From an optimization exercise on the open Yosys and OpenROAD flow, aimed at small area, a short achievable clock period and few clock cycles; shortcuts taken in it are not production practice. RTL that was checked went through simulation tests only; none was proved equivalent to the original. No functional check of the RTL was part of runs 5 and 6.

==> design/flow/design.v <==
`timescale 1ns/10ps
module  ATCONV(
	input		clk,
	input		reset,
	output	reg	busy,	
	input		ready,	
	output reg	[11:0]	iaddr,
	input signed [12:0]	idata,
	output	reg 	cwr,
	output  reg	[11:0]	caddr_wr,
	output reg 	[12:0] 	cdata_wr,
	output	reg 	crd,
	output reg	[11:0] 	caddr_rd,
	input 	[12:0] 	cdata_rd,
	output reg 	csel
	);
localparam Padding = 0;
localparam Atrous_conv = 2;
localparam ReLU = 3;
localparam Readmem1 = 4;
localparam Stop = 5;
localparam Row_major = 6;
localparam Maxpooling = 7;
localparam Readmem2 = 8;
localparam Maxpooling_addr = 9;
localparam Writemem = 10;
localparam Max = 11;
localparam Writemem2 = 12;
reg [4:0] state;
reg [4:0] nextstate;
reg [6:0] i,j,i_begin,j_begin;
reg [6:0] ii,jj,k,right,down;
reg [12:0] temp,times,data,now,out1,out2,mem_addr,mem_addr2;
reg [12:0] kernel [8:0];
reg [12:0] bias;
reg [12:0] maxpooling_matrix [3:0];
reg [1:0] maxpooling_index,sel;
always @(*)begin
	nextstate = state;
	case(state)
		Padding:begin
			if(right == 2)
				nextstate = Padding;
			else
				nextstate = Row_major;
		end
		Row_major:begin
			nextstate = Readmem1;
		end
		Readmem1:begin
			nextstate = Atrous_conv;
		end
		Atrous_conv:begin
			if(k == 8)begin
				nextstate = ReLU;
			end
			else
				nextstate = Padding;
		end
		ReLU:begin
			nextstate = Writemem;
		end
		Writemem:begin
			if(times == 4095)
				nextstate = Maxpooling_addr;
			else
				nextstate = Padding;
		end
		Maxpooling_addr:begin
			nextstate = Readmem2;
		end
		Readmem2:begin
			if(maxpooling_index == 3) begin
				nextstate = Maxpooling;
			end
			else
				nextstate = Maxpooling_addr;
		end
		Maxpooling:begin
			nextstate = Max;
		end
		Max:begin
			nextstate = Writemem2;
		end
		Writemem2:begin
			if(now ==4030)
				nextstate = Stop;
			else
				nextstate = Maxpooling_addr;
		end
		default:begin
		end
	endcase
end
always @(posedge clk)begin
	if(reset)
		state <= Padding;
	else
		state <= nextstate;
end
always @(posedge clk)begin
	if(reset)begin
	kernel[0] <=13'h1FFF;
	kernel[1] <=13'h1FFE;
	kernel[2] <=13'h1FFF;
	kernel[3] <=13'h1FFC;
	kernel[4] <=13'h0010;
	kernel[5] <=13'h1FFC;
	kernel[6] <=13'h1FFF;
	kernel[7] <=13'h1FFE;
	kernel[8] <=13'h1FFF;
	bias <= 13'h1FF4;
	maxpooling_matrix[0] <= 0;
	maxpooling_matrix[1] <= 0;
	maxpooling_matrix[2] <= 0;
	maxpooling_matrix[3] <= 0;
	busy <= 0;
	i <= 0;
	j <= 0;
	k <= 0;
	ii <= 0;
	jj <= 0;
	temp <= 0;
	right <= 0;
	down <= 0;
	mem_addr <= 0;
	mem_addr2 <= 0;
	i_begin <= 0;
	j_begin <= 0;
	times <= 0;
	maxpooling_index <= 0;
	now <= 0;
	sel <= 0;
	cwr <= 0;
	crd <= 0;
	csel <= 0;
	iaddr <= 0;
	end
	else begin
		if(ready == 1)
			busy <= 1;
		case(state)
			Padding:begin
				cwr <= 0;
				csel <= 0;
				if(down < 3)begin
					if(right < 3)begin
						if (i < 2) 
							ii <= 0;
						else if (i-2 >= 63)
							ii <= 63;
						else
							ii <= i - 2;
						if (j < 2) 
							jj <= 0;
						else if (j-2 >= 63) 
							jj <= 63;
						else
							jj <= j-2;
						right <= right + 1;
						j <= j + 2;
					end
					else begin
						down <= down + 1;
						right <= 0;
						i <= i + 2;
						j <= j_begin;
					end
				end
				else begin
					right <= 0;
					down <= 0;
				end
			end
			Row_major:begin
				iaddr <= ii * 64 + jj;
			end
			Readmem1:begin
				data <= idata>>4;
			end
			Atrous_conv:begin
				if(k == 8) begin
					temp <= temp + data * kernel[k] + bias;
					k <= 0;
				end
				else begin
					temp <= temp + data * kernel[k];
					k <= k + 1;
				end
			end
			ReLU:begin
				if(j_begin == 63) begin
					i_begin <= i_begin + 1;
					j_begin <= 0;
					end
				else 
					j_begin <= j_begin + 1;
				caddr_wr <= mem_addr;
				mem_addr <= mem_addr + 1;
				down <= 0;
				right <= 0;
				if(temp >= 4096)
					cdata_wr <= 0;
				else
					cdata_wr <= temp;
			end
			Writemem:begin
				cwr <= 1;
				csel <= 0;
				i <= i_begin;
				j <= j_begin;
				if(times == 4095) begin
					times <= 0;
				end
				else begin
					times <= times+1;
					temp <= 0;
				end
			end
			Maxpooling_addr:begin
				cwr <= 0;
				csel <= 0;
				crd <= 1;
				times <= times+1;
				case(sel)
					0:caddr_rd <= now;
					1:caddr_rd <= now+1;
					2:caddr_rd <= now+64;
					3:caddr_rd <= now+65;
				endcase
				sel <= sel+1;
			end
			Readmem2:begin
				maxpooling_matrix[maxpooling_index] <= cdata_rd;
				maxpooling_index <= maxpooling_index + 1;
			end
			Maxpooling:begin
				if(maxpooling_matrix[maxpooling_index]<maxpooling_matrix[maxpooling_index+1])
					out1 <= maxpooling_matrix[maxpooling_index+1];
				else
					out1 <= maxpooling_matrix[maxpooling_index];
				if(maxpooling_matrix[maxpooling_index+2]<maxpooling_matrix[maxpooling_index+3])
					out2 <= maxpooling_matrix[maxpooling_index+3];
				else
					out2 <= maxpooling_matrix[maxpooling_index+2];	
				caddr_wr <=  mem_addr2;
				mem_addr2 <= mem_addr2 + 1;
			end
			Max:begin
				cwr <= 1;
				csel <= 1;
				if(out1<out2) begin
					if(out2<<9 >= 13'b0001000000000)begin
						cdata_wr <=((out2>>4)+1)<<4;
					end
					else begin
						cdata_wr <= (out2>>4)<<4;
					end
				end
				else begin
					if(out1<<9 >= 13'b0001000000000)begin
						cdata_wr <= ((out1>>4)+1)<<4;
					end
					else begin
						cdata_wr <= (out1>>4)<<4;
					end
				end
			end
			Writemem2:begin
				if(mem_addr2%32==0 && now!=0)
					now <= now + 66;
				else
					now <= now + 2;
			end
			Stop:begin
				busy <= 0;
			end
			default:begin
			end
		endcase
	end
end
endmodule
==> design/flow/run.sh <==
#!/bin/bash
# synth_recipe.tcl (not shown) runs the flow's synth.tcl, then flattens the netlist and writes it again
# the make line also repeats each setting of config.mk as NAME=value (left out here)
make -C /OpenROAD-flow-scripts/flow DESIGN_CONFIG=/design/flow/config.mk WORK_HOME=/design/flow/orfs CLKGATE_MAP_FILE= SYNTH_SCRIPT=/design/flow/synth_recipe.tcl finish
==> design/flow/config.mk <==
export PLATFORM = sky130hd
export DESIGN_NAME = ATCONV
export DESIGN_NICKNAME = ATCONV
export VERILOG_FILES = /design/flow/design.v
export SDC_FILE = /design/flow/constraint.sdc
export NUM_CORES = 4
export LEC_CHECK = 0
export CAP_MARGIN = 20
export CORE_MARGIN = 2
export CORE_UTILIZATION = 40
export SLEW_MARGIN = 20
==> design/flow/constraint.sdc <==
create_clock -name core_clock -period 8.0 [get_ports {clk}]
set_input_delay 1.6000 -clock core_clock [delete_from_list [all_inputs] [get_ports {clk}]]
set_output_delay 1.6000 -clock core_clock [all_outputs]
set_load 0.01 [all_outputs]
==> impl_metrics.json, run 1 <==
{
  "seqCellArea_um2": 6730,
  "multi_input_area_um2": 11200,
  "path_max_fanout": 10,
  "cts_resized": 0,
  "holdWs_ps": 449,
  "antenna_cells": 0,
  "cts_tree": "built",
  "fmax_ghz": 0.154,
  "routed.top_layer": "met4",
  "clock_skew_ps": 13.2,
  "critPathMaxStageDelay_ps": 730,
  "grt_pass1_vias": 13700,
  "r2r_slack_ps": 1490,
  "synth_ff_type": "dfxtp_1",
  "critPathSlowestCell": "o21ai_1",
  "ctsHoldBuffers": 0,
  "grt_pass1_wl_mm": 69.3,
  "clkSinkCount": 274,
  "grt_max_degree": 99,
  "clockBufferDepth": 3,
  "critPathKind": "register to register",
  "worstSetupStartpointType": "register",
  "die_x_um": 222,
  "crit_chain": "inv_1, ha_1, inv_1, o21ai_1, o21bai_1, and2_1, fa_1, ha_1, ha_1, inv_1, fa_1, inv_1, fa_1, fa_1, a21o_1, a21oi_1, o21ai_1, a31oi_1, o21ai_0, xnor2_1, a22oi_1, a21oi_1",
  "synth_cells": 1963,
  "core_um2": 46700,
  "wl_mm": 41.6,
  "clock_latency_ps": 570,
  "clkSlewWorstSetupHoldPaths_ps": 60,
  "antenna_found_initial": 0,
  "drc": 0,
  "yosys_warnings": 2,
  "hold_viol_final": 0,
  "min_from": "jj[1]",
  "dieArea_um2": 49100,
  "hold_depth": 2,
  "synth_top_cell_by_area": "edfxtp_1",
  "rsz0062_at_grt": "false",
  "syn_area_per_cell_um2": 9.65,
  "start_util_pct": 40.6,
  "gpl.final_weighted_congestion": 0.827,
  "min_period_ps": 6510,
  "htreeDepth": 1,
  "cts_root_buffer": "clkbuf_16",
  "critical-path-top-delay-family": "adder cells",
  "port_buffers": 77,
  "die_h_um": 222,
  "tightestPinTransition_ps": 1060,
  "syn_nets": 2215,
  "status": "finished clean",
  "relSlewSlack_pct": 28.8,
  "drt_iter0_drc": 683,
  "rr_worst_depth": 22,
  "dp_slack_ps": 1520,
  "synth_edf_count": 124,
  "io_pins": 82,
  "hold_path.class": "register to register",
  "async_flop_share_pct": 0,
  "slew_viol_final": 0,
  "dr_wl_met3_mm": 1.42,
  "firstDrtPassIters": 16,
  "synth.top_cell.area_share_pct": 19.6,
  "synth.area.top_cells": "edfxtp_1 (20%), dfxtp_1 (16%), fa_1 (9.6%)",
  "drive_above_1_share_pct": 8.50,
  "worst_slack_ps": 1490,
  "finalSetupTns_ps": 0,
  "ys_seq_area_share_pct": 35.5,
  "setup_viol": 0,
  "fillerInstances": 4455,
  "areaGrowthSynthToFinish_pct": 12.3,
  "timing.rr.start": "k[0]",
  "crit_required_ps": 8400,
  "grt.total_usage_pct": 16.9,
  "cts_buffers": 31,
  "arrival_ps": 6910,
  "end_kind": "register",
  "ys_types": 70,
  "fin_crit_sh_pct": 81.4,
  "max_cap_viol_count": 0,
  "post_cts_buffers": 0,
  "rows": 79,
  "ant_nets": 0,
  "grt_overflow": 0,
  "ys_ff_latch": 274,
  "holdPathEnd": "iaddr[1]",
  "hpwl_mm": 31.3,
  "syn-cell-area_um2": 19000,
  "cp_num_buf_inv": 4,
  "vias_per_cell": 5.22,
  "timing.rr.end": "temp[12]",
  "wl_per_cell_um": 15.8,
  "vias": 13700,
  "met2WireLength_mm": 19.9,
  "nets": 2251,
  "wl_met1_mm": 19.3
}
==> metrics by stage <==
step	cell area, um2	utilization [%]	instances
floorplan	19000	-	1963
global placement	20300	43.4	2573
detailed placement	20300	43.5	2573
CTS	21300	45.6	2630
global route	21300	45.6	2630
finish	21300	45.6	2630
==> synth_stat cells (11+ instances only) <==
| cell | n |
|---|---|
| nand2b_1 | 19 |
| edfxtp_1 | 124 |
| or3_1 | 11 |
| mux2_2 | 15 |
| nand3_1 | 32 |
| o31ai_1 | 15 |
| buf_2 | 20 |
| and3_1 | 20 |
| nor3b_1 | 11 |
| and2_1 | 70 |
| a22oi_1 | 14 |
| nand4_1 | 18 |
| a21oi_1 | 106 |
| dfxtp_1 | 150 |
| xnor2_1 | 67 |
| a21o_1 | 15 |
| mux4_2 | 26 |
| mux2i_1 | 28 |
| o31ai_2 | 14 |
| o21ai_1 | 30 |
| clkbuf_1 | 66 |
| nor3_1 | 37 |
| ha_1 | 132 |
| xor2_1 | 48 |
| fa_1 | 91 |
| nand2_1 | 191 |
| nor2_1 | 170 |
| inv_1 | 189 |
| o21ai_0 | 77 |
| o41ai_2 | 22 |
| a211oi_1 | 24 |
==> layout make-up <==
type	count	share of cell area [%]
inverter	193	3.40
sequential	274	31.6
multi-input combinational	1403	52.4
clock inverter	7	0.200
timing repair buffer	96	4.28
tap	607	3.57
clock buffer	50	4.50
==> cells by family (layout without fill, tap and decap cells) <==
logic type               after synthesis  after routing  synth area share, %
buffers and inverters                286            346                 5.88
XOR/XNOR                             119            119                 5.72
AO/OA/AOI/OAI                        368            368                 13.4
adder cells (fa/ha/maj)              224            224                 18.4
multiplexers                          69             69                 5.46
AND/OR/NAND/NOR                      623            623                 15.7
flip-flops                           274            274                 35.5
==> layer usage <==
metal / vias up / track usage (%)
met2: 222 / 29.0
met5: - / 0
met3: 67 / 2.15
li1: 6861 / -
met1: 6572 / 22.5
met4: 0 / 4.73
==> state kept, by name, indices dropped and copies added (netlist names), 6 cells and up, named ones only <==
signal / count
caddr_rd: 12
caddr_wr: 12
cdata_wr: 13
data: 9
down: 7
i: 7
i_begin: 7
iaddr: 12
ii: 6
j: 7
j_begin: 7
jj: 7
k: 7
maxpooling_matrix: 52
mem_addr: 12
mem_addr2: 12
now: 12
out1: 13
out2: 13
right: 7
temp: 13
times: 13
==> worst min-delay path, cell delays in order (launching register included) <==
cell and delay, ps:
dfxtp_1 310, nand2_1 50, a21oi_1 50
==> worst max-delay path by stage <==
stage | endpoint | startpoint | slack (ps) | cells past startpoint
2_1_floorplan | temp[12] | k[1] | 2280 | 24
3_3_place_gp | temp[12] | k[0] | 1570 | 22
3_5_place_dp | temp[12] | k[0] | 1520 | 22
4_1_cts | temp[12] | k[0] | 1470 | 22
5_1_grt | temp[12] | k[0] | 1070 | 22
6_report | temp[12] | k[0] | 1490 | 22
==> layout by cell type (no fill, tap or decap), types with 6 or more instances in the layout <==
| cell | n |
|---|---|
| fa_1 | 91 |
| dfxtp_1 | 149 |
| inv_1 | 189 |
| clkbuf_8 | 9 |
| mux4_2 | 26 |
| ha_1 | 132 |
| a31oi_1 | 8 |
| o31ai_2 | 14 |
| or3_1 | 11 |
| o21ai_1 | 30 |
| nand4_1 | 18 |
| nor3b_1 | 9 |
| nor4_1 | 6 |
| buf_4 | 20 |
| clkbuf_1 | 9 |
| and2_1 | 70 |
| o41ai_2 | 22 |
| a22oi_1 | 14 |
| a21o_1 | 15 |
| clkdlybuf4s50_1 | 76 |
| xnor2_1 | 67 |
| mux2_2 | 15 |
| edfxtp_1 | 124 |
| xor2_1 | 48 |
| nand3_1 | 32 |
| clkbuf_16 | 32 |
| and3_1 | 20 |
| nand3b_1 | 9 |
| nor2_1 | 166 |
| o21ai_0 | 77 |
| nand2_1 | 191 |
| a21oi_1 | 105 |
| o31ai_1 | 15 |
| nor3_1 | 35 |
| nand2b_1 | 19 |
| o21bai_1 | 6 |
| mux2i_1 | 28 |
| a211oi_1 | 24 |
| nor2b_1 | 8 |
Testbench counts, summed over its fixed seeds: cycles 2,150,412.
==> run 2, diff against run 1 <==
==> design/flow/design.v (replaced) <==
`timescale 1ns/10ps
module  ATCONV(
	input		clk,
	input		reset,
	output	reg	busy,
	input		ready,
	output reg	[11:0]	iaddr,
	input signed [12:0]	idata,
	output	reg 	cwr,
	output  	[11:0]	caddr_wr,
	output reg 	[12:0] 	cdata_wr,
	output	reg 	crd,
	output  	[11:0] 	caddr_rd,
	input 	[12:0] 	cdata_rd,
	output reg 	csel
	);
localparam [12:0] BIAS = 13'h1FF4;
reg [6:0] r;         
reg [1:0] ph;        
reg       half;      
reg       fin;
wire [5:0] x = iaddr[5:0];
reg [9:0]  A;        
reg [8:0]  M;        
reg        vld;      
reg        spA;      
reg [12:0] Xa, Xb;   
reg [5:0]  ro, xo;   
wire [8:0] d = idata[12:4];
reg [5:0] x_n;
reg       half_n;
reg [6:0] r_n;
always @(*) begin
	x_n = x; half_n = half; r_n = r;
	if (!half) begin
		if (x == 6'd62) begin x_n = 6'd63; half_n = 1'b1; end
		else x_n = x + 6'd2;
	end else if (x == 6'd1) x_n = 6'd0;
	else if (x == 6'd0) begin half_n = 1'b0; r_n = r + 7'd1; end
	else x_n = x - 6'd2;
end
wire [6:0] rt_n = (r_n < 7'd2) ? 7'd0 : r_n - 7'd2;
wire [6:0] rb   = (r > 7'd61) ? 7'd63 : r + 7'd2;
wire [12:0] P  = 13'd0 - {3'b0, A} - {2'b0, M, 2'b0};
wire [12:0] Q  = {M, 4'b0} - {2'b0, A, 1'b0};
wire [12:0] so = Xa + P;
wire [12:0] l0 = so[12] ? 13'd0 : so;
reg [5:0] xo_n, ro_n;
always @(*) begin
	xo_n = xo; ro_n = ro;
	if (!xo[0]) xo_n = (xo == 6'd62) ? 6'd63 : xo + 6'd2;
	else if (xo == 6'd1) begin xo_n = 6'd0; ro_n = ro + 6'd1; end
	else xo_n = xo - 6'd2;
end
wire [12:0] mx = (cdata_rd > cdata_wr) ? cdata_rd : cdata_wr;
wire [12:0] mr = (mx[3:0] == 4'd0) ? mx : {mx[12:4] + 9'd1, 4'd0};
assign caddr_wr = csel ? {2'b00, ro[5:1], xo[5:1]} : {ro, xo};
assign caddr_rd = csel ? {2'b00, ro[5:1], xo[5:1]} : {ro[5:1], 1'b0, xo};
always @(posedge clk) begin
	if (reset) begin
		busy <= 1'b0;
		fin <= 1'b0;
		r <= 7'd0;
		ph <= 2'd0;
		half <= 1'b0;
		iaddr <= 12'd0;
		vld <= 1'b0;
		ro <= 6'h3f;
		xo <= 6'd1;
		cwr <= 1'b0;
		crd <= 1'b0;
		csel <= 1'b0;
	end else if (!fin) begin
		if (ready) busy <= 1'b1;
		case (ph)
		2'd0: begin
			A <= {1'b0, d};
			iaddr[11:6] <= rb[5:0];
			ph <= 2'd1;
			Xa <= (spA ? P : Xb) + Q + BIAS;
			Xb <= P;
			if (vld) begin
				cdata_wr <= l0;
				cwr <= 1'b1;
				csel <= 1'b0;
				crd <= ro_n[0];
				ro <= ro_n;
				xo <= xo_n;
			end else begin
				cwr <= 1'b0;
				crd <= 1'b0;
			end
			if (r[6] && !half && x == 6'd2) begin
				busy <= 1'b0;
				fin <= 1'b1;
				cwr <= 1'b0;
			end
		end
		2'd1: begin
			A <= A + {1'b0, d};
			iaddr[11:6] <= r[5:0];
			ph <= 2'd2;
			if (crd) begin
				cdata_wr <= mx;
				csel <= 1'b1;
				cwr <= ~xo[0];
				crd <= xo[0];
			end else
				cwr <= 1'b0;
		end
		default: begin
			M <= d;
			iaddr <= {rt_n[5:0], x_n};
			half <= half_n;
			r <= r_n;
			ph <= 2'd0;
			vld <= !(x == 6'd0 && !half) && !r[6];
			spA <= (x == 6'd0 && !half) || (x == 6'd63 && half);
			if (crd) begin
				cdata_wr <= mr;
				cwr <= 1'b1;
			end else
				cwr <= 1'b0;
			crd <= 1'b0;
		end
		endcase
	end
end
endmodule
==> run 2 against run 1 <==
Against the previous run: synthesized cell count is 55% lower; clock skew fell by 5.3 ps; clock-buffer cell count down 40.
==> impl_metrics.json, run 2 <==
{
  "die_x_um": 144,
  "max_cap_viol_count": 0,
  "clkSinkCount": 99,
  "worstSetupStartpointType": "register",
  "crit_required_ps": 8050,
  "cts_buffers": 9,
  "yosys.area_share.simple_pct": 17.3,
  "ys_top_cells_by_count": "nor2_1 (90), nand2_1 (82), ha_1 (80), inv_1 (73), edfxtp_1 (59)",
  "path_max_fanout": 10,
  "synth_top_family_by_area": "simple AND/OR/NAND/NOR gates",
  "hold_path.class": "register to register",
  "clock_skew_ps": 7.90,
  "drive_above_1_share_pct": 5.91,
  "r2r_slack_ps": 3070,
  "arrival_ps": 4980,
  "synthAdderAreaFrac_pct": 15.9,
  "grt_overflow": 0,
  "die_h_um": 144,
  "syn_area_per_cell_um2": 8.85,
  "synth.area.mux_share_pct": 4.30,
  "rows": 51,
  "top_regs": "Xa: 13 flops, Xb: 13 flops, cdata_wr: 13 flops",
  "yosys_warnings": 1,
  "drc": 0,
  "fmax_ghz": 0.203,
  "startpoint": "A[0]",
  "hpwl_mm": 13.4,
  "setup_viol": 0,
  "io_pins": 82,
  "critPathMaxStageDelay_ps": 500,
  "postPlaceCellArea_um2": 8710,
  "post_cts_buffers": 0,
  "final_common_cell": "nor2_1",
  "ant_nets": 0,
  "async_flop_share_pct": 0,
  "synth.area.top_cells": "edfxtp_1 (23%), ha_1 (13%), dfxtp_1 (10%)",
  "synth_edf_count": 59,
  "start_util_pct": 40.4,
  "syn-cell-area_um2": 7790,
  "rr_worst_depth": 19,
  "endpoint": "cdata_wr[9]",
  "ys_seq_area_share_pct": 33.0,
  "timing.rr.end": "cdata_wr[9]",
  "timing.rr.start": "A[0]",
  "cts_tree": "built",
  "gpl.final_weighted_congestion": 0.824,
  "ys_types": 67,
  "antenna_cells": 0,
  "rsz0062_at_grt": "false",
  "htreeDepth": 3,
  "vias": 6229,
  "areaGrowthSynthToFinish_pct": 15.6,
  "status": "finished clean",
  "clock_latency_ps": 350,
  "antenna_found_initial": 0,
  "relSlewSlack_pct": 33.1,
  "wl_per_cell_um": 14.7,
  "fin_crit_sh_pct": 61.6,
  "synth_top_cell_by_area": "edfxtp_1",
  "fin_area_um2": 9010,
  "grt.total_usage_pct": 17.4,
  "clockBufferDepth": 2,
  "min_period_ps": 4930,
  "yosysMostFrequentCell": "nor2_1",
  "ctsHoldBuffers": 0,
  "drt_iter0_drc": 314,
  "slew_viol_final": 0,
  "tightestPinTransition_ps": 1000,
  "crit_chain": "inv_1, ha_1, nand3_1, nor3_1, xnor2_1, ha_1, o21ai_0, nand2b_1, o41ai_1, a31oi_1, xor2_1, ha_1, a21oi_1, nand2_1, o21ai_0, o21ai_0, xnor2_1, nand2b_1, o221ai_1",
  "synth_compound_area_share_pct": 14.9,
  "cts_resized": 0,
  "ys_ff_latch": 99,
  "synth-xor-area-share_pct": 8.08,
  "firstDrtPassIters": 5,
  "port_buffers": 77,
  "grt_max_degree": 31,
  "layout_common_cells": "nor2_1 (90), nand2_1 (82), ha_1 (80), clkdlybuf4s50_1 (77), inv_1 (73)",
  "hold_viol_final": 0,
  "dieArea_um2": 20600,
  "finalSetupTns_ps": 0,
  "clkSlewWorstSetupHoldPaths_ps": 80,
  "synth_cells": 881,
  "synth.top_cell.area_share_pct": 22.7,
  "critPathSlowestCell": "edfxtp_1",
  "cts_root_buffer": "clkbuf_16",
  "critPathKind": "register to register",
  "synth_ff_type": "edfxtp_1",
  "end_kind": "register",
  "nets": 1046,
  "syn_nets": 1002,
  "vias_per_cell": 5.21,
  "wl_mm": 17.5,
  "grt_pass1_vias": 5864,
  "core_um2": 19300,
  "grt_pass1_wl_mm": 28.8
}
-- run 2: per-layer routing --
layer | GRT usage [%] | wire (um) | up-vias
met5 | 0 | 0 | -
met4 | 4.44 | 177 | 0
met3 | 3.10 | 797 | 10
met2 | 28.7 | 8130 | 99
met1 | 23.6 | 8440 | 2934
li1 | - | - | 3186
-- run 2: cells by family after synthesis --
family                   count (synthesis)
AO/OA/AOI/OAI                          186
XOR/XNOR                                71
adder cells (fa/ha/maj)                 92
buffers and inverters                  121
flip-flops                              99
multiplexers                            31
AND/OR/NAND/NOR                        281
-- run 2: final cells by class --
class / instances / area (um2)
Fill cell: 1889 / 10300
Inverter: 73 / 274
Tap cell: 265 / 332
Sequential cell: 99 / 2570
Multi-Input combinational cell: 661 / 4740
Clock inverter: 6 / 42.5
Clock buffer: 10 / 250
Timing Repair Buffer: 81 / 801
-- run 2: worst min path at each step --
stage,from,end,slack (ps),cells after the start
2_1_floorplan,ro[5],ro[5],470,2
3_3_place_gp,iaddr[9],iaddr[9],470,1
3_5_place_dp,iaddr[7],iaddr[7],470,2
4_1_cts,iaddr[7],iaddr[7],480,2
5_1_grt,cwr,cwr,520,2
6_report,iaddr[7],iaddr[7],480,2
-- run 2: worst max-delay path: cells and delay by family (launching register included) --
kind	cells	cell delay (ps)
adders and majority gates	3	930
AOI/OAI and AO/OA	7	1250
xor gates and xnor gates	3	820
DFF	1	500
buffers and inverters	1	160
and+or+nand+nor	5	960
-- run 2: per-stage QoR --
stage	std cells	util (%)	hold slack [ps]	setup slack (ps)
3_3_place_gp	1179	45.2	467	2810
5_1_grt	1195	46.7	523	2560
6_report	1195	46.7	476	3070
4_1_cts	1195	46.7	481	2920
2_1_floorplan	881	-	468	3560
3_5_place_dp	1179	45.2	466	2790
Testbench counts of run 2, summed over its fixed seeds: cycles 149,808.
==> run 3, diff against run 2 <==
==> design/flow/design.v (replaced) <==
`timescale 1ns/10ps
module  ATCONV(
	input		clk,
	input		reset,
	output	reg	busy,
	input		ready,
	output  	[11:0]	iaddr,
	input signed [12:0]	idata,
	output	reg 	cwr,
	output  	[11:0]	caddr_wr,
	output reg 	[12:0] 	cdata_wr,
	output	reg 	crd,
	output  	[11:0] 	caddr_rd,
	input 	[12:0] 	cdata_rd,
	output reg 	csel
	);
reg        fin;
reg [1:0]  ph;         
reg [6:0]  r;          
reg [6:0]  n;          
reg [5:0]  irow;       
reg [8:0]  D;          
reg [11:0] T;          
reg [12:0] U;          
reg [12:0] Xa;         
reg [11:0] Xb;         
reg        colv;       
reg        colsp;      
reg [11:0] pos;        
reg        pw;         
reg [12:0] RD;         
wire [5:0] x  = {n[4:0] ^ {5{n[5]}}, n[5]};
assign iaddr  = {irow, x};
wire [5:0] ro = pos[11:6];
wire [5:0] o  = pos[5:0];
wire [4:0] oc = o[4:0] ^ {5{o[5]}};           
assign caddr_wr = csel ? {2'b00, ro[5:1], oc} : {ro, oc, o[5]};
assign caddr_rd = csel ? {2'b00, ro[5:1], oc - 5'd1} : {ro[5:1], 1'b0, oc, o[5]};
wire       nlast = (n == 7'd64);
wire [6:0] r_n   = r + {6'd0, nlast};
wire [5:0] rtop  = (r < 7'd2) ? 6'd0 : r[5:0] - 6'd2;
wire [5:0] rbot  = (r > 7'd61) ? 6'd63 : r[5:0] + 6'd2;
wire [12:0] so  = Xa + ~{1'b0, T};
wire [12:0] l0  = so[12] ? 13'd0 : so;
wire [11:0] sel = colsp ? T : Xb;
wire [12:0] mx  = (RD > cdata_wr) ? RD : cdata_wr;
wire [12:0] mr  = (mx[3:0] == 4'd0) ? mx : {mx[12:4] + 9'd1, 4'd0};
always @(posedge clk) begin
	D  <= idata[12:4];
	RD <= cdata_rd;
	if (reset) begin
		busy <= 1'b0;
		fin <= 1'b0;
		ph <= 2'd0;
		r <= 7'd0;
		n <= 7'd0;
		irow <= 6'd0;
		colv <= 1'b0;
		pos <= 12'hfff;
		pw <= 1'b0;
		cwr <= 1'b0;
		crd <= 1'b0;
		csel <= 1'b0;
	end else if (!fin) begin
		if (ready) busy <= 1'b1;
		case (ph)
		2'd0: begin
			T <= T + {3'd0, D};
			U <= U + {4'b1111, ~D};
			irow <= rtop;
			ph <= 2'd1;
			if (pw) cdata_wr <= o[5] ? mr : mx;
			cwr <= pw;
			csel <= 1'b1;
			crd <= colv & ro[0] & o[5] & (o != 6'd63);
		end
		2'd1: begin
			T <= {1'b0, D, 2'b11};
			U <= {1'b0, D, 3'b000};
			irow <= rbot;
			ph <= 2'd2;
			Xa <= {U[11:0], 1'b0} + ~{1'b0, sel};
			Xb <= T;
			colv <= (n != 7'd0) && !r[6];
			colsp <= (n == 7'd0) || (n == 7'd32);
			if (colv & ro[0] & (o == 6'd31))
				RD <= cdata_wr;
			if (colv) begin
				cdata_wr <= l0;
				pos <= pos + 12'd1;
			end
			cwr <= colv;
			csel <= 1'b0;
			crd <= colv & (ro[0] ^ (o == 6'd63));
			pw <= colv & (ro[0] ^ (o == 6'd63));
			if (r[6] && n == 7'd1) begin
				busy <= 1'b0;
				fin <= 1'b1;
				cwr <= 1'b0;
				crd <= 1'b0;
			end
		end
		default: begin
			T <= T + {3'd0, D};
			U <= U + {4'b1111, ~D};
			irow <= r_n[5:0];
			r <= r_n;
			n <= nlast ? 7'd0 : n + 7'd1;
			ph <= 2'd0;
			if (pw & o[5]) cdata_wr <= mx;
			cwr <= 1'b0;
			crd <= 1'b0;
		end
		endcase
	end
end
endmodule
--- a/design/flow/config.mk
+++ b/design/flow/config.mk
@@ -6,6 +6,8 @@
 export NUM_CORES = 4
 export LEC_CHECK = 0
+export ABC_CLOCK_PERIOD_IN_PS = 2500
 export CAP_MARGIN = 20
 export CORE_MARGIN = 2
 export CORE_UTILIZATION = 40
+export SETUP_SLACK_MARGIN = 4.5
 export SLEW_MARGIN = 20
==> run 3 against run 2 <==
Against the previous run: still clean; final area is 12% higher; sequential share of layout area grew 3.0 points; utilization rose by 3.1 points; sequential cell count up 27; first-iteration DRC count up 5.1%; register-to-register slack improved by 1600 ps; die area increased by 5.0%; critical endpoint is now caddr_rd[4]; largest cell class unchanged.
==> impl_metrics.json, run 3 <==
{
  "status": "finished clean",
  "syn_area_per_cell_um2": 9.19,
  "wl_per_cell_um": 14.2,
  "ctsHoldBuffers": 0,
  "path_max_fanout": 5,
  "synth.area.mux_share_pct": 6.32,
  "nets": 1075,
  "start_util_pct": 40.6,
  "syn_nets": 995,
  "tightestPinTransition_ps": 803,
  "final_common_cell": "nor2_1",
  "synth_edf_count": 63,
  "clkSlewWorstSetupHoldPaths_ps": 50,
  "max_cap_viol_count": 0,
  "fin_area_um2": 10000,
  "relSlewSlack_pct": 46.4,
  "die_x_um": 147,
  "antenna_found_initial": 0,
  "startpoint": "pos[5]",
  "grt_max_degree": 41,
  "port_buffers": 77,
  "cts_root_buffer": "clkbuf_16",
  "io_pins": 82,
  "grt_overflow": 0,
  "grt_pass1_wl_mm": 29.6,
  "layout_common_cells": "nor2_1 (77), nand2_1 (76), a21oi_1 (69), ha_1 (68), clkdlybuf4s50_1 (68)",
  "clock_skew_ps": 11.7,
  "finalSetupTns_ps": 0,
  "synth_ff_type": "edfxtp_1",
  "critPathKind": "register to primary output",
  "yosys_warnings": 1,
  "core_um2": 20200,
  "vias_per_cell": 5.13,
  "synth_top_family_by_area": "simple AND/OR/NAND/NOR gates",
  "ant_nets": 0,
  "rsz0062_at_grt": "true",
  "ys_types": 64,
  "hold_viol_final": 0,
  "synth_compound_area_share_pct": 14.8,
  "die_h_um": 147,
  "synthAdderAreaFrac_pct": 11.7,
  "drc": 0,
  "clockBufferDepth": 2,
  "yosysMostFrequentCell": "nor2_1",
  "async_flop_share_pct": 0,
  "synth_top_cell_by_area": "edfxtp_1",
  "drt_iter0_drc": 330,
  "min_period_ps": 3570,
  "ys_seq_area_share_pct": 38.5,
  "min_from": "irow[4]",
  "wl_mm": 17.9,
  "grt_pass1_vias": 6052,
  "yosys.area_share.simple_pct": 15.8,
  "synth_cells": 892,
  "end_kind": "primary output",
  "rows": 52,
  "arrival_ps": 1970,
  "hpwl_mm": 12.5,
  "top_regs": "RD: 13 flops, Xa: 13 flops, cdata_wr: 13 flops",
  "fin_crit_sh_pct": 44.7,
  "setup_viol": 0,
  "postPlaceCellArea_um2": 9190,
  "fmax_ghz": 0.280,
  "synth-xor-area-share_pct": 7.80,
  "ys_top_cells_by_count": "nor2_1 (79), nand2_1 (76), a21oi_1 (70), ha_1 (70)",
  "synth.top_cell.area_share_pct": 23.1,
  "drive_above_1_share_pct": 11.6,
  "ys_ff_latch": 126,
  "cts_tree": "built",
  "grt.total_usage_pct": 16.9,
  "crit_required_ps": 6400,
  "cts_buffers": 17,
  "vias": 6436,
  "hold_path.class": "register to register",
  "antenna_cells": 0,
  "firstDrtPassIters": 4,
  "timing.rr.start": "cdata_wr[3]",
  "worstSetupStartpointType": "register",
  "clkSinkCount": 126,
  "htreeDepth": 4,
  "slew_viol_final": 0,
  "clock_latency_ps": 430,
  "gpl.final_weighted_congestion": 0.814,
  "dieArea_um2": 21600,
  "synth.area.top_cells": "edfxtp_1 (23%), dfxtp_1 (15%), ha_1 (11%)",
  "areaGrowthSynthToFinish_pct": 22.6,
  "syn-cell-area_um2": 8200
}
run 3: cell types whose count changed in the layout (fill, tap and decap cells not counted), sizes merged, moves of 9 or more:
cell,previous run,this run
clkbuf,10,23
dfxtp,40,63
buf,4,30
nor2,90,79
clkdlybuf4s50,77,68
inv,77,58
ha,80,70
a21oi,54,71
mux2i,11,27
run 3: stage by stage:
step / setup WS, ps / cells / util [%] / hold WS [ps]
floorplan: 4550 / 892 / - / 450
global placement: 3590 / 1204 / 45.6 / 452
detailed placement: 3550 / 1204 / 45.6 / 453
CTS: 4380 / 1240 / 48.8 / 461
global route: 4320 / 1255 / 49.8 / 489
finish: 4430 / 1255 / 49.8 / 459
run 3: what timing repair did:
action                     4_1_cts  5_1_grt
pin swaps                        0        8
setup endpoints to repair       27       12
setup buffers                    4       15
resized for setup               26       22
run 3: per-layer routing:
metal	part of all wire, %	up-vias	track usage, %
met5	0	-	0
met4	1.4	0	5.43
met3	3.2	18	4.01
met2	46	96	27.1
met1	49	2994	22.8
li1	-	3328	-
run 3: final timing paths:
| check | slack, ps | depth (start not counted) | to |
|---|---|---|---|
| max | 4430 | 6 | caddr_rd[4] |
| min | 460 | 2 | irow[4] |
| max reg2reg | 4690 | 16 | cdata_wr[10] |
| min reg2reg | 460 | 2 | irow[4] |
run 3: worst max-delay path, cell delays in order (launching register included):
cell and delay (ps):
dfxtp_4 430, clkinvlp_4 140, ha_4 310, nand2b_4 120
o22ai_1 70, a2111oi_2 290, buf_2 180
run 3: final cells by class:
cell class / count / area, um2
Tap cell: 270 / 338
Sequential cell: 126 / 3170
Timing Repair Buffer: 104 / 970
Multi-Input combinational cell: 664 / 4760
Clock inverter: 9 / 85.1
Fill cell: 1905 / 10100
Inverter: 59 / 225
Clock buffer: 23 / 500
run 3: logic make-up after synthesis:
family / count (synthesis)
AO/OA/AOI/OAI: 196
XOR/XNOR: 73
adder cells (fa/ha/maj): 74
buffers and inverters: 102
flip-flops: 126
multiplexers: 49
AND/OR/NAND/NOR: 272
Testbench counts of run 3, summed over its fixed seeds: cycles 149,820.
==> run 4, diff against run 3 <==
--- a/design/flow/config.mk
+++ b/design/flow/config.mk
@@ -6,8 +6,6 @@
 export NUM_CORES = 4
 export LEC_CHECK = 0
-export ABC_CLOCK_PERIOD_IN_PS = 2500
 export CAP_MARGIN = 20
 export CORE_MARGIN = 2
 export CORE_UTILIZATION = 40
-export SETUP_SLACK_MARGIN = 4.5
 export SLEW_MARGIN = 20
==> run 4 against run 3 <==
Against the previous run: synthesized cell count stayed put; setup slack worse by 1300 ps; sequential cell count unchanged; clock skew down 1.3 ps; highest routed layer unchanged; synthesized area stayed put; first-iteration DRC count is 18% lower; sequential share of layout area grew 0.59 points; critical path type unchanged.
==> impl_metrics.json, run 4 <==
{
  "clkSinkCount": 126,
  "clkSlewWorstSetupHoldPaths_ps": 60,
  "synth_ff_type": "edfxtp_1",
  "ys_seq_area_share_pct": 38.5,
  "ant_nets": 0,
  "synth_top_family_by_area": "simple AND/OR/NAND/NOR gates",
  "fin_crit_sh_pct": 61.2,
  "synth.area.mux_share_pct": 6.32,
  "drt_iter0_drc": 269,
  "antenna_cells": 0,
  "cts_root_buffer": "clkbuf_16",
  "max_cap_viol_count": 0,
  "dieArea_um2": 21600,
  "die_x_um": 147,
  "synth_top_cell_by_area": "edfxtp_1",
  "areaGrowthSynthToFinish_pct": 19.6,
  "hold_path.class": "register to register",
  "antenna_found_initial": 0,
  "cts_resized": 0,
  "relSlewSlack_pct": 38.9,
  "grt_pass1_vias": 5806,
  "yosysMostFrequentCell": "nor2_1",
  "synth_compound_area_share_pct": 14.8,
  "core_um2": 20200,
  "hpwl_mm": 12.4,
  "final_util_pct": 48.6,
  "synth.top_cell.area_share_pct": 23.1,
  "wl_per_cell_um": 13.9,
  "grt.total_usage_pct": 16.1,
  "ys_types": 64,
  "syn_nets": 995,
  "yosys_warnings": 1,
  "grt_max_degree": 41,
  "rsz0062_at_grt": "false",
  "r2r_slack_ps": 4420,
  "worstSetupStartpointType": "register",
  "postPlaceCellArea_um2": 9180,
  "die_h_um": 147,
  "critPathKind": "register to primary output",
  "port_buffers": 77,
  "synth-xor-area-share_pct": 7.80,
  "post_cts_buffers": 0,
  "slew_viol_final": 0,
  "cts_tree": "built",
  "min_period_ps": 4900,
  "fmax_ghz": 0.204,
  "vias": 6327,
  "synth_edf_count": 63,
  "htreeDepth": 4,
  "wl_mm": 17.2,
  "arrival_ps": 3300,
  "clockBufferDepth": 2,
  "fin_area_um2": 9800,
  "ys_top_cells_by_count": "nor2_1 (79), nand2_1 (76), a21oi_1 (70), ha_1 (70)",
  "drc": 0,
  "yosys.area_share.simple_pct": 15.8,
  "firstDrtPassIters": 4,
  "status": "finished clean",
  "start_util_pct": 40.6,
  "end_kind": "primary output",
  "crit_required_ps": 6400,
  "async_flop_share_pct": 0,
  "setup_viol": 0,
  "synthAdderAreaFrac_pct": 11.7,
  "hold_viol_final": 0,
  "finalSetupTns_ps": 0,
  "vias_per_cell": 5.12,
  "syn-cell-area_um2": 8200,
  "synth.area.top_cells": "edfxtp_1 (23%), dfxtp_1 (15%), ha_1 (11%)",
  "clock_skew_ps": 10.4,
  "clock_latency_ps": 420,
  "layout_common_cells": "nor2_1 (77), clkdlybuf4s50_1 (77), nand2_1 (76), a21oi_1 (70), ha_1 (70)",
  "drive_above_1_share_pct": 7.66,
  "nets": 1056,
  "tightestPinTransition_ps": 915,
  "ys_ff_latch": 126,
  "grt_overflow": 0,
  "rows": 52,
  "cts_buffers": 17,
  "ctsHoldBuffers": 0,
  "gpl.final_weighted_congestion": 0.816,
  "syn_area_per_cell_um2": 9.19,
  "io_pins": 82,
  "synth_cells": 892,
  "grt_pass1_wl_mm": 28.4,
  "top_regs": "RD: 13 flops, Xa: 13 flops, cdata_wr: 13 flops",
  "path_max_fanout": 23
}
[run 4: cell counts after synthesis]
Identical to the previous run, type by type.
[run 4: cells by family (layout without fill, tap and decap cells)]
kind of cell             count (synthesis)  count (layout)
AND/OR/NAND/NOR                        272             272
AO/OA/AOI/OAI                          196             196
flip-flops                             126             126
buffers and inverters                  102             176
adder cells (fa/ha/maj)                 74              74
XOR/XNOR                                73              73
multiplexers                            49              49
[run 4: final timing paths]
path         cells past startpoint        start      endpoint
max                              6       pos[5]   caddr_rd[4]
min                              2      irow[4]       irow[4]
max reg2reg                     15  cdata_wr[3]  cdata_wr[10]
min reg2reg                      2      irow[4]       irow[4]
[run 4: cell type report]
| cell class | count | area [um2] |
|---|---|---|
| Inverter | 59 | 221 |
| Tap cell | 270 | 338 |
| Multi-Input combinational cell | 664 | 4650 |
| Fill cell | 1923 | 10400 |
| Sequential cell | 126 | 3150 |
| Timing Repair Buffer | 85 | 831 |
| Clock inverter | 12 | 159 |
| Clock buffer | 20 | 457 |
[run 4: critical path, cell delays in order (launching register included)]
cell and delay (ps):
dfxtp_1 920, inv_1 270, ha_1 440, nand2b_1 140
o22ai_1 60, a2111oi_0 430, clkdlybuf4s50_1 610
[run 4: metal layers]
| layer | part of all wire [%] | vias up | track usage, % | wire length [um] |
|---|---|---|---|---|
| li1 | - | 3291 | - | - |
| met1 | 50 | 2913 | 22.1 | 8660 |
| met2 | 45 | 107 | 25.6 | 7690 |
| met3 | 3.6 | 16 | 3.48 | 612 |
| met4 | 1.4 | 0 | 4.90 | 244 |
| met5 | 0 | - | 0 | 0 |
[run 4: stage by stage]
step                std cells  worst slack (ps)  hold slack (ps)
floorplan                 892              4040              450
global placement         1204              3520              452
detailed placement       1204              3560              452
CTS                      1236              3070              461
global route             1236              2920              503
finish                   1236              3100              462
==> run 5, diff against run 4 <==
==> design/flow/design.v (replaced) <==
`timescale 1ns/10ps
module  ATCONV(
	input		clk,
	input		reset,
	output	reg	busy,
	input		ready,
	output reg	[11:0]	iaddr,
	input signed [12:0]	idata,
	output	reg 	cwr,
	output reg	[11:0]	caddr_wr,
	output reg 	[12:0] 	cdata_wr,
	output	reg 	crd,
	output reg	[11:0] 	caddr_rd,
	input 	[12:0] 	cdata_rd,
	output reg 	csel
	);
reg        fin;
reg [1:0]  ph;         
reg [6:0]  r;          
reg        ex;         
reg [8:0]  D;          
reg [11:0] T;          
reg [12:0] U;          
reg [12:0] Xa;         
reg [11:0] Xb;         
reg        colv;       
reg        colsp;      
reg [11:0] pos;        
reg        pw;         
reg [12:0] RD;         
wire [5:0] x  = iaddr[5:0];
wire [5:0] n  = {x[0], x[5:1] ^ {5{x[0]}}};
wire       n0 = (x == 6'd0) & ~ex;
wire [5:0] n1 = n + 6'd1;
wire       wrap = (x == 6'd1);           
wire [5:0] xn = ex ? 6'd0 : wrap ? 6'd0 : {n1[4:0] ^ {5{n1[5]}}, n1[5]};
wire [6:0] r_n = r + {6'd0, ex};
wire [5:0] rtop = (r < 7'd2) ? 6'd0 : r[5:0] - 6'd2;
wire [5:0] rbot = (r > 7'd61) ? 6'd63 : r[5:0] + 6'd2;
wire [5:0]  ro = pos[11:6];
wire [5:0]  o  = pos[5:0];
wire [11:0] pn = pos + 12'd1;
wire [4:0]  cn = pn[4:0] ^ {5{pn[5]}};
wire [4:0]  co = o[4:0] ^ {5{o[5]}};
wire [12:0] so  = Xa + ~{1'b0, T};
wire [12:0] l0  = so[12] ? 13'd0 : so;
wire [11:0] sel = colsp ? T : Xb;
wire        gt  = RD > cdata_wr;
wire [12:0] mx  = gt ? RD : cdata_wr;
wire [12:0] rr  = (RD[3:0] == 4'd0) ? RD : {RD[12:4] + 9'd1, 4'd0};
wire [12:0] rc  = (cdata_wr[3:0] == 4'd0) ? cdata_wr : {cdata_wr[12:4] + 9'd1, 4'd0};
wire [12:0] mr  = gt ? rr : rc;
always @(posedge clk) begin
	D  <= idata[12:4];
	RD <= cdata_rd;
	if (reset) begin
		busy <= 1'b0;
		fin <= 1'b0;
		ph <= 2'd0;
		r <= 7'd0;
		ex <= 1'b0;
		iaddr <= 12'd0;
		colv <= 1'b0;
		pos <= 12'hfff;
		pw <= 1'b0;
		cwr <= 1'b0;
		crd <= 1'b0;
		csel <= 1'b0;
	end else if (!fin) begin
		if (ready) busy <= 1'b1;
		case (ph)
		2'd0: begin
			T <= T + {3'd0, D};
			U <= U + {4'b1111, ~D};
			iaddr[11:6] <= rtop;
			ph <= 2'd1;
			if (pw) cdata_wr <= o[5] ? mr : mx;
			cwr <= pw;
			csel <= 1'b1;
			crd <= 1'b0;
			caddr_wr <= {2'b00, ro[5:1], co};
		end
		2'd1: begin
			T <= {1'b0, D, 2'b11};
			U <= {1'b0, D, 3'b000};
			iaddr[11:6] <= rbot;
			ph <= 2'd2;
			Xa <= {U[11:0], 1'b0} + ~{1'b0, sel};
			Xb <= T;
			colv <= !n0 && !r[6];
			colsp <= n0 || (x == 6'd63);
			if (colv & ro[0] & (o == 6'd31))
				RD <= cdata_wr;
			if (colv) begin
				cdata_wr <= l0;
				pos <= pn;
			end
			caddr_wr <= {pn[11:6], cn, pn[5]};
			caddr_rd <= {pn[11:7], 1'b0, cn, pn[5]};
			cwr <= colv;
			csel <= 1'b0;
			crd <= colv & pn[6];
			pw <= colv & pn[6];
			if (r[6] && !ex && x == 6'd2) begin
				busy <= 1'b0;
				fin <= 1'b1;
				cwr <= 1'b0;
				crd <= 1'b0;
			end
		end
		default: begin
			T <= T + {3'd0, D};
			U <= U + {4'b1111, ~D};
			iaddr <= {r_n[5:0], xn};
			ex <= wrap;
			r <= r_n;
			ph <= 2'd0;
			if (pw & o[5]) cdata_wr <= mx;
			cwr <= 1'b0;
			csel <= 1'b1;
			crd <= pw & o[5] & (o != 6'd63);
			caddr_rd <= {2'b00, ro[5:1], cn};
		end
		endcase
	end
end
endmodule
--- a/design/flow/config.mk
+++ b/design/flow/config.mk
@@ -6,6 +6,8 @@
 export NUM_CORES = 4
 export LEC_CHECK = 0
+export ABC_CLOCK_PERIOD_IN_PS = 2500
 export CAP_MARGIN = 20
 export CORE_MARGIN = 2
 export CORE_UTILIZATION = 40
+export SETUP_SLACK_MARGIN = 5
 export SLEW_MARGIN = 20
==> run 5 against run 4 <==
Against the previous run: first-iteration DRC count grew 28%; hold slack gained 3.8 ps; synthesized cell count grew 10%; critical endpoint is now cdata_wr[6].
==> impl_metrics.json, run 5 <==
{
  "wl_mm": 22.4,
  "drc": 0,
  "max_cap_viol_count": 0,
  "grt_overflow": 0,
  "clock_skew_ps": 12.4,
  "crit_chain": "clkdlybuf4s50_1",
  "cts_root_buffer": "clkbuf_16",
  "hold_path.class": "register to register",
  "dr_wl_met3_um": 836,
  "async_flop_share_pct": 0,
  "synth_ff_type": "edfxtp_1",
  "hold_viol_final": 0,
  "crit_required_ps": 6400,
  "relSlewSlack_pct": 36.2,
  "fin_crit_sh_pct": 36.9,
  "synth_top_cell_by_area": "edfxtp_1",
  "die_h_um": 157,
  "vias": 7460,
  "port_buffers": 77,
  "yosysMostFrequentCell": "edfxtp_1",
  "yosys_warnings": 1,
  "synth_edf_count": 87,
  "critPathSlowestCell": "clkdlybuf4s50_1",
  "dp_slack_ps": 4210,
  "finalSetupTns_ps": 0,
  "top_regs": "RD: 13 flops, Xa: 13 flops, cdata_wr: 13 flops",
  "grt_max_degree": 52,
  "fillerInstances": 2233,
  "wl_met1_mm": 10.5,
  "vias_per_cell": 5.38,
  "drive_above_1_share_pct": 10.4,
  "syn-cell-area_um2": 9370,
  "drt_iter0_drc": 344,
  "firstDrtPassIters": 5,
  "gpl.final_weighted_congestion": 0.845,
  "start_util_pct": 40.3,
  "cts_buffers": 17,
  "ys_types": 68,
  "clkSinkCount": 150,
  "core_um2": 23300,
  "final_common_cell": "edfxtp_1",
  "rows": 56,
  "synth.top_cell.area_share_pct": 27.9,
  "clock_latency_ps": 430,
  "grt.total_usage_pct": 19.0,
  "wl_per_cell_um": 16.1,
  "io_pins": 82,
  "hpwl_mm": 15.4,
  "die_x_um": 157,
  "met2WireLength_mm": 10.5,
  "critPathKind": "register to primary output",
  "min_period_ps": 2960,
  "slew_viol_final": 0,
  "clkSlewWorstSetupHoldPaths_ps": 60,
  "grt_pass1_vias": 7324,
  "htreeDepth": 4,
  "ys_top_cells_by_count": "edfxtp_1 (87), nand2_1 (76), a21oi_1 (71), ha_1 (69), nor2_1 (67)",
  "areaGrowthSynthToFinish_pct": 20.2,
  "path_max_fanout": 2,
  "layout_common_cells": "edfxtp_1 (87), nand2_1 (76), a21oi_1 (71), ha_1 (69), clkdlybuf4s50_1 (66)",
  "rsz0062_at_grt": "false",
  "critical-path-top-delay-family": "buffers and inverters",
  "dieArea_um2": 24700,
  "ant_nets": 0,
  "critPathMaxStageDelay_ps": 560,
  "syn_nets": 1083,
  "arrival_ps": 1360,
  "antenna_found_initial": 0,
  "synth_cells": 981,
  "worst_slack_ps": 5040,
  "tightestPinTransition_ps": 955,
  "end_kind": "primary output",
  "worstSetupStartpointType": "register",
  "antenna_cells": 0,
  "ys_ff_latch": 150,
  "ys_seq_area_share_pct": 41.3,
  "cts_tree": "built",
  "status": "finished clean",
  "routed.top_layer": "met4",
  "nets": 1157,
  "synth.area.top_cells": "edfxtp_1 (28%), dfxtp_1 (13%), ha_1 (9.2%)",
  "grt_pass1_wl_mm": 37.2,
  "clockBufferDepth": 2,
  "syn_area_per_cell_um2": 9.55,
  "fmax_ghz": 0.338,
  "setup_viol": 0,
  "cp_num_buf_inv": 1
}
## run 5: path summary, 6_finish.rpt
| path | start | cells past startpoint | endpoint | slack (ps) |
|---|---|---|---|---|
| setup / recovery | cdata_wr[6] | 1 | cdata_wr[6] | 5040 |
| hold / removal | iaddr[8] | 2 | iaddr[8] | 470 |
| setup reg to reg | T[0] | 9 | cdata_wr[0] | 5180 |
| hold reg to reg | iaddr[8] | 2 | iaddr[8] | 470 |
## run 5: what timing repair did
action | 4_1_cts | 5_1_grt
setup buffers | 14 | 1
hold buffers | 0 | 0
gates cloned | 1 | 0
endpoints found under the setup margin | 69 | 23
pin swaps | 2 | 0
gates resized for setup | 15 | 16
## run 5: routing by layer
metal	global-route usage (%)	up-vias
met4	6.36	0
met2	31.5	153
met3	3.52	33
met1	25.0	3540
li1	-	3734
met5	0	-
## run 5: worst min-delay path: cells and delay by family (launching register included)
family          cells  cell delay [ps]
flops               1              310
compound gates      1               50
simple gates        1               60
## run 5: logic make-up after synthesis
group,synth area share (%)
AO/OA/AOI/OAI,16.8
XOR/XNOR,7.48
adder cells (fa/ha/maj),10.1
buffers and inverters,4.33
flip-flops,41.3
multiplexers,4.70
AND/OR/NAND/NOR,15.3
## run 5: area by class of cell
class	instances	area (um2)	area share (%)
inverters	60	229	2.03
multi-input cells	728	5210	46.2
clock buffers	22	485	4.31
repair buffers	98	955	8.48
clock inverters	10	93.8	0.833
well taps	319	399	3.54
flip-flops and latches	150	3890	34.6
## run 5: stage by stage
stage | hold WS [ps] | utilization, % | std cells | instance area [um2]
4_1_cts | 468 | 48.1 | 1385 | 11200
2_1_floorplan | 473 | - | 981 | 9450
5_1_grt | 499 | 48.4 | 1387 | 11300
3_5_place_dp | 458 | 45.0 | 1338 | 10500
3_3_place_gp | 460 | 45.0 | 1338 | 10500
6_report | 465 | 48.4 | 1387 | 11300
==> run 6, diff against run 5 <==
--- a/design/flow/config.mk
+++ b/design/flow/config.mk
@@ -6,5 +6,5 @@
 export NUM_CORES = 4
 export LEC_CHECK = 0
-export ABC_CLOCK_PERIOD_IN_PS = 2500
+export ABC_AREA = 1
 export CAP_MARGIN = 20
 export CORE_MARGIN = 2
==> run 6 against run 5 <==
Against the previous run: die area up 1.8%; critical path depth unchanged; clock skew is 2.8 ps higher; global-route usage rose by 1.1 points; sequential share of layout area decreased by 0.77 points; register-to-register slack about the same; first-iteration DRC count increased by 54%; synthesized cell count up 26%; sequential cell count is the same; still clean.
==> impl_metrics.json, run 6 <==
{
  "critPathKind": "register to primary output",
  "synth_ff_type": "edfxtp_1",
  "min_period_ps": 2980,
  "synth_top_cell_by_area": "edfxtp_1",
  "async_flop_share_pct": 0,
  "slew_viol_final": 0,
  "synth_cells": 1234,
  "top_regs": "RD: 13 flops, Xa: 13 flops, cdata_wr: 13 flops",
  "critPathMaxStageDelay_ps": 560,
  "vias": 8332,
  "vias_per_cell": 5.05,
  "crit_chain": "clkdlybuf4s50_1",
  "syn_nets": 1336,
  "yosys_warnings": 1,
  "critPathSlowestCell": "clkdlybuf4s50_1",
  "rr_worst_depth": 15,
  "clock_skew_ps": 15.2,
  "areaGrowthSynthToFinish_pct": 20.4,
  "gpl.final_weighted_congestion": 0.868,
  "timing.rr.end": "cdata_wr[8]",
  "crit_cells": 1,
  "drc": 0,
  "max_cap_viol_count": 0,
  "clock_latency_ps": 430,
  "drt_iter0_drc": 529,
  "htreeDepth": 4,
  "synth.area.top_cells": "edfxtp_1 (27%), dfxtp_1 (13%), nand2_1 (12%)",
  "layout_common_cells": "nand2_1 (310), inv_1 (144), nand3_1 (114), o21ai_0 (95), edfxtp_1 (87)",
  "clockBufferDepth": 2,
  "relSlewSlack_pct": 39.1,
  "synth_edf_count": 87,
  "grt_max_degree": 45,
  "finalSetupTns_ps": 0,
  "firstDrtPassIters": 6,
  "wl_mm": 24.6,
  "die_h_um": 159,
  "cts_root_buffer": "clkbuf_16",
  "dieArea_um2": 25100,
  "timing.rr.start": "cdata_wr[4]",
  "ctsHoldBuffers": 0,
  "syn_area_per_cell_um2": 7.74,
  "end_kind": "primary output",
  "fillerInstances": 2310,
  "ant_nets": 0,
  "grt_overflow": 0,
  "clkSinkCount": 150,
  "fmax_ghz": 0.336,
  "rsz0062_at_grt": "true",
  "start_util_pct": 40.7,
  "io_pins": 82,
  "die_x_um": 159,
  "cts_tree": "built",
  "core_um2": 23500,
  "critical-path-top-delay-family": "buffers and inverters",
  "port_buffers": 77,
  "hold_path.class": "register to register",
  "setup_viol": 0,
  "r2r_slack_ps": 5170,
  "clkSlewWorstSetupHoldPaths_ps": 60,
  "path_max_fanout": 2,
  "tightestPinTransition_ps": 910,
  "grt_pass1_wl_mm": 39.3,
  "ys_top_cells_by_count": "nand2_1 (311), inv_1 (145), nand3_1 (115), o21ai_0 (96), edfxtp_1 (87)",
  "arrival_ps": 1380,
  "grt.total_usage_pct": 20.1,
  "nets": 1420,
  "fin_crit_sh_pct": 37.2,
  "yosysMostFrequentCell": "nand2_1",
  "endpoint": "cdata_wr[0]",
  "antenna_found_initial": 0,
  "postPlaceCellArea_um2": 10600,
  "wl_per_cell_um": 14.9,
  "ys_types": 44,
  "cts_buffers": 17,
  "hpwl_mm": 17.6,
  "status": "finished clean",
  "worstSetupStartpointType": "register",
  "drive_above_1_share_pct": 6.69,
  "antenna_cells": 0,
  "ys_seq_area_share_pct": 40.6,
  "hold_viol_final": 0,
  "crit_required_ps": 6400,
  "final_common_cell": "nand2_1",
  "ys_ff_latch": 150,
  "cp_num_buf_inv": 1,
  "grt_pass1_vias": 7857,
  "synth.top_cell.area_share_pct": 27.4,
  "fin_area_um2": 11500,
  "rows": 56,
  "syn-cell-area_um2": 9550,
  "startpoint": "cdata_wr[0]"
}
[run 6: cell types whose count changed after synthesis, sizes merged, moves of 16 or more]
cell | previous run | this run
nor2 | 67 | 86
inv | 57 | 147
o21ai | 56 | 99
nand3 | 30 | 115
mux2i | 26 | 1
nor3 | 28 | 12
xnor2 | 51 | 12
nand2 | 76 | 314
[run 6: how the worst min path moves through the flow]
stage,to,cells past startpoint,from
2_1_floorplan,Xb[11],0,T[11]
3_3_place_gp,Xb[11],0,T[11]
3_5_place_dp,Xb[11],0,T[11]
4_1_cts,Xb[11],0,T[11]
5_1_grt,Xb[11],0,T[11]
6_report,Xb[11],0,T[11]
[run 6: per-layer routing]
| metal | wire length [um] | global-route usage [%] |
|---|---|---|
| met5 | 0 | 0 |
| met3 | 1300 | 4.22 |
| met1 | 11500 | 26.9 |
| met2 | 11500 | 33.3 |
| met4 | 321 | 4.85 |
[run 6: what timing repair did]
item | CTS | global route
gates resized for setup | 22 | 20
gates cloned | 1 | 2
endpoints found under the setup margin | 54 | 38
pin swaps | 3 | 2
hold endpoints to repair | 0 | 0
buffers inserted | 11 | 6
[run 6: cell type report]
class	instances	area, um2	share of cell area, %
clock inverter	12	140	1.22
clock buffer	20	458	3.98
multi-input combinational	902	5070	44.1
inverter	148	559	4.87
sequential	150	3880	33.8
tap	319	399	3.47
timing repair buffer	99	986	8.58
[run 6: per-stage QoR]
step,cells,worst slack (ps),hold slack [ps],utilization (%)
after floorplan,1234,4870,426,-
after global placement,1598,3800,429,45.3
after detailed placement,1598,3770,437,45.3
after CTS,1642,5010,453,48.4
after global routing,1650,4980,471,49.0
final,1650,5020,450,49.0
[run 6: cell families after synthesis]
group	after synthesis	synth area share (%)
adder cells (fa/ha/maj)	73	9.88
flip-flops	150	40.6
buffers and inverters	185	7.59
AO/OA/AOI/OAI	221	12.6
AND/OR/NAND/NOR	550	24.2
multiplexers	2	0.223
XOR/XNOR	53	4.86
[run 6: worst reg2reg max path, stage by stage (launching register included)]
cell,delay (ps)
edfxtp_1,340
buf_4,130
inv_1,70
ha_1,300
nand2_1,80
nor2_2,250
nand2_1,80
nand3_1,120
nand2_1,140
nand2_4,140
nand2_1,70
buf_6,190
inv_1,180
nor3_4,70
nor3_4,200
buf_12,170

==> separate check: timing with driven ports <==
How much do the figures lean on ideal ports? The routed layouts below were timed once more, with nothing changed but the port constraints.
Step 1 sets driving cells, clkbuf_16 on the clock port and buf_2 on the other inputs (assumed; they add their load-dependent delay and slew).
Step 2 times the ports against the registers' clock, not the clock port: input delays grow and output delays shrink by t, the midpoint of the rising clock arrivals with the driver on.
a / b / c = no drivers / after step 1 / after step 2; a / b = the first two.
run | shift t [ns] | setup WS [ns] | worst setup path at the end | worst register clock-pin slew, ns
run 1 | 0.619 | 1.492 / 1.492 / 1.492 | register to register | 0.06 / 0.06
run 2 | 0.394 | 3.073 / 3.073 / 2.755 | input to register | 0.08 / 0.08
run 3 | 0.470 | 4.427 / 4.384 / 4.634 | input to register | 0.06 / 0.06
run 4 | 0.462 | 3.102 / 3.057 / 3.519 | register to output | 0.06 / 0.06
run 5 | 0.468 | 5.044 / 4.998 / 4.861 | input to register | 0.07 / 0.07
run 6 | 0.471 | 5.025 / 4.978 / 4.627 | input to register | 0.07 / 0.07
After both steps every run listed still meets setup and hold. The setup slack of run 6, which loses most, moves by -0.047 ns with the drivers and by -0.398 ns with both steps.
